This design comes from an exercise in tuning for small area, a short achievable clock period and few clock cycles per item on the open sky130 flow, not from production work. In this exercise RTL edits were held to simulation tests only and were not proved equivalent to the original.

## fpu_top
module fpu_top (
    input clk,                 
    input reset,               
    input control,             
    input [1:0] select,        
    input [31:0] A,            
    input [31:0] B,            
    output [31:0] result,      
    output exception,          
    output zeroDiv,            
    output reg done            
);
Size: about 3,100 cells after synthesis, about 160 flip-flops, about 100 I/O pins, ~0.027 mm² of cells after synthesis.
export LEC_CHECK = 0
export ABC_AREA = 1
export CAP_MARGIN = 20
export CORE_MARGIN = 2
export CORE_UTILIZATION = 45
export PLACE_DENSITY = 0.6
export SLEW_MARGIN = 20
create_clock -name core_clock -period 150.0 [get_ports {clk}]
standard.sh (not shown) runs the stock make flow with config.mk's settings and CLKGATE_MAP_FILE= SYNTH_SCRIPT=/design/flow/synth_recipe.tcl, a recipe that flattens the netlist after the stock synthesis.
==> flow/flow/run.sh <==
#!/bin/bash
# The standard layout (standard.sh) with three changes:
#  - synthesis maps the logic with flow/abc_area.script (ABC's area-oriented
#    mapper, amap) in place of ORFS's abc_area.script.  The rest of synthesis
#    is ORFS's own, run from an unchanged copy of its scripts, so the
#    registers are those of the standard synthesis;
#  - the port buffers are sky130_fd_sc_hd__buf_1 cells instead of the
#    default pick (a larger, slower delay buffer);
#  - ORFS's timing repair (after clock tree synthesis and global routing)
#    works to a setup margin of 118 ns, that is, it repairs the paths longer
#    than 32 ns; the constraints themselves (constraint.sdc) are unchanged.
# make's full output goes to synth.log and finish.log; each ORFS step keeps
# its own log under orfs/logs.
set -euo pipefail
work=$(pwd)
rm -rf "$work/orfs_scripts"
cp -r "$FLOW_HOME/scripts" "$work/orfs_scripts"
cp "$work/flow/abc_area.script" "$work/orfs_scripts/abc_area.script"
ports="BUFFER_PORTS_ARGS=-buffer_cell sky130_fd_sc_hd__buf_1"
bash standard.sh "SCRIPTS_DIR=$work/orfs_scripts" "$ports" synth > synth.log 2>&1
bash standard.sh "$ports" SETUP_SLACK_MARGIN=118 finish > finish.log 2>&1
==> flow/flow/abc_area.script <==
strash
dch -f
amap
topo
stime -c
buffer -c
upsize -c
dnsize -c
Testbench counts at the start, summed over its fixed seeds: cycles 26,295, ops 9,600.
==> next run, changes <==
--- a/flow/flow/run.sh
+++ b/flow/flow/run.sh
@@ -9,4 +9,4 @@
 #  - ORFS's timing repair (after clock tree synthesis and global routing)
-#    works to a setup margin of 118 ns, that is, it repairs the paths longer
-#    than 32 ns; the constraints themselves (constraint.sdc) are unchanged.
+#    works to a setup margin of 119 ns, that is, it repairs the paths longer
+#    than 31 ns; the constraints themselves (constraint.sdc) are unchanged.
 # make's full output goes to synth.log and finish.log; each ORFS step keeps
@@ -20,2 +20,2 @@
 bash standard.sh "SCRIPTS_DIR=$work/orfs_scripts" "$ports" synth > synth.log 2>&1
-bash standard.sh "$ports" SETUP_SLACK_MARGIN=118 finish > finish.log 2>&1
+bash standard.sh "$ports" SETUP_SLACK_MARGIN=119 finish > finish.log 2>&1
What happened:
- utilization grows by 0.99 points
- cell area grows by 2.0%
- routed wire length grows by 0.74%
- worst hold slack barely changes
==> next run, changes <==
--- a/flow/flow/run.sh
+++ b/flow/flow/run.sh
@@ -3,3 +3,3 @@
 #  - synthesis maps the logic with flow/abc_area.script (ABC's area-oriented
-#    mapper, amap) in place of ORFS's abc_area.script.  The rest of synthesis
+#    mapper, amap, run twice) in place of ORFS's abc_area.script.  The rest of synthesis
 #    is ORFS's own, run from an unchanged copy of its scripts, so the
@@ -9,4 +9,4 @@
 #  - ORFS's timing repair (after clock tree synthesis and global routing)
-#    works to a setup margin of 119 ns, that is, it repairs the paths longer
-#    than 31 ns; the constraints themselves (constraint.sdc) are unchanged.
+#    works to a setup margin of 118 ns, that is, it repairs the paths longer
+#    than 32 ns; the constraints themselves (constraint.sdc) are unchanged.
 # make's full output goes to synth.log and finish.log; each ORFS step keeps
@@ -20,2 +20,2 @@
 bash standard.sh "SCRIPTS_DIR=$work/orfs_scripts" "$ports" synth > synth.log 2>&1
-bash standard.sh "$ports" SETUP_SLACK_MARGIN=119 finish > finish.log 2>&1
+bash standard.sh "$ports" SETUP_SLACK_MARGIN=118 finish > finish.log 2>&1
==> flow/flow/abc_area.script (replaced) <==
strash
dch -f
amap
strash
dch -f
amap
topo
stime -c
buffer -c
upsize -c
dnsize -c
After rerunning: The changed run completed with no timing, DRC or antenna violations; via count went down by about 3%; routed wire length fell by about 8%; non-clock buffer count falls by 45; final area decreases by 3.4%; area after synthesis fell by about 1.8%.

---

fpu_top again, from the RTL that the note above started with.
clock: 150.0 ns
lec_check: 0
abc_area: 1
cap_margin: 20
core_margin: 2
core_utilization: 45
place_density: 0.6
slew_margin: 20
==> flow/flow/run.sh <==
#!/bin/bash
# The standard layout (standard.sh), except that the port buffers are
# sky130_fd_sc_hd__buf_1 cells instead of the default pick (a larger, slower
# delay buffer).  make's full output goes to standard.log; each ORFS step keeps
# its own log under orfs/logs.
set -euo pipefail
bash standard.sh "BUFFER_PORTS_ARGS=-buffer_cell sky130_fd_sc_hd__buf_1" finish > standard.log 2>&1
Testbench counts at the start, summed over its fixed seeds: cycles 26,295, ops 9,600.
Then changed:
==> flow/flow/run.sh (replaced) <==
#!/bin/bash
# The standard layout (standard.sh) with two changes:
#  - synthesis maps the logic with flow/abc_area.script (ABC's area-oriented
#    mapper, amap) in place of ORFS's abc_area.script.  The rest of synthesis
#    is ORFS's own, run from an unchanged copy of its scripts, so the
#    registers are those of the standard synthesis;
#  - the port buffers are sky130_fd_sc_hd__buf_1 cells instead of the
#    default pick (a larger, slower delay buffer).
# make's full output goes to synth.log and finish.log; each ORFS step keeps
# its own log under orfs/logs.
set -euo pipefail
work=$(pwd)
rm -rf "$work/orfs_scripts"
cp -r "$FLOW_HOME/scripts" "$work/orfs_scripts"
cp "$work/flow/abc_area.script" "$work/orfs_scripts/abc_area.script"
ports="BUFFER_PORTS_ARGS=-buffer_cell sky130_fd_sc_hd__buf_1"
bash standard.sh "SCRIPTS_DIR=$work/orfs_scripts" "$ports" synth > synth.log 2>&1
bash standard.sh "$ports" finish > finish.log 2>&1
==> flow/flow/abc_area.script (new file) <==
strash
dch -f
amap
topo
stime -c
buffer -c
upsize -c
dnsize -c
Critical path depth rose by 154.
Via count fell by 1.0%.
Wire length rose by 14%.
Setup slack is worse by 4.0 ns.
First-iteration DRC count rose by 22%.
Count of clock-buffer cells in the layout rose by 3.

## afterwards: timing with drivers on the ports
In the flow no input, the clock included, has a driving cell. The finished layouts below were timed again as built, in two steps. Step 1: set_driving_cell puts a clkbuf_16 on clk and a buf_2 on each other input, an assumption about the parent block. Step 2 moves the port delays by t, midway between the first and last clock arrival at a register: inputs arrive t later, outputs are due t later. That takes back most of the time a late clock gives input paths. Three values: ideal, step 1, step 2; two values: the first two.
run | t, ns | slack for setup (ns) | clock arrival spread, ns
the first run of note 1 | 0.569 | 118.721 / 118.660 / 118.725 | 0.020 / 0.020
the second run of note 1 | 0.574 | 118.936 / 118.878 / 118.734 | 0.026 / 0.027
the third run of note 1 | 0.569 | 118.631 / 118.561 / 119.130 | 0.022 / 0.022
the first run of note 2 | 0.581 | 118.581 / 118.511 / 119.093 | 0.031 / 0.031
the second run of note 2 | 0.568 | 114.534 / 114.534 / 114.534 | 0.022 / 0.022
After both steps every run listed still meets setup and hold. For the second run of note 1, which loses most, drivers alone change the setup slack by -0.058 ns; drivers and shift together by -0.202 ns.
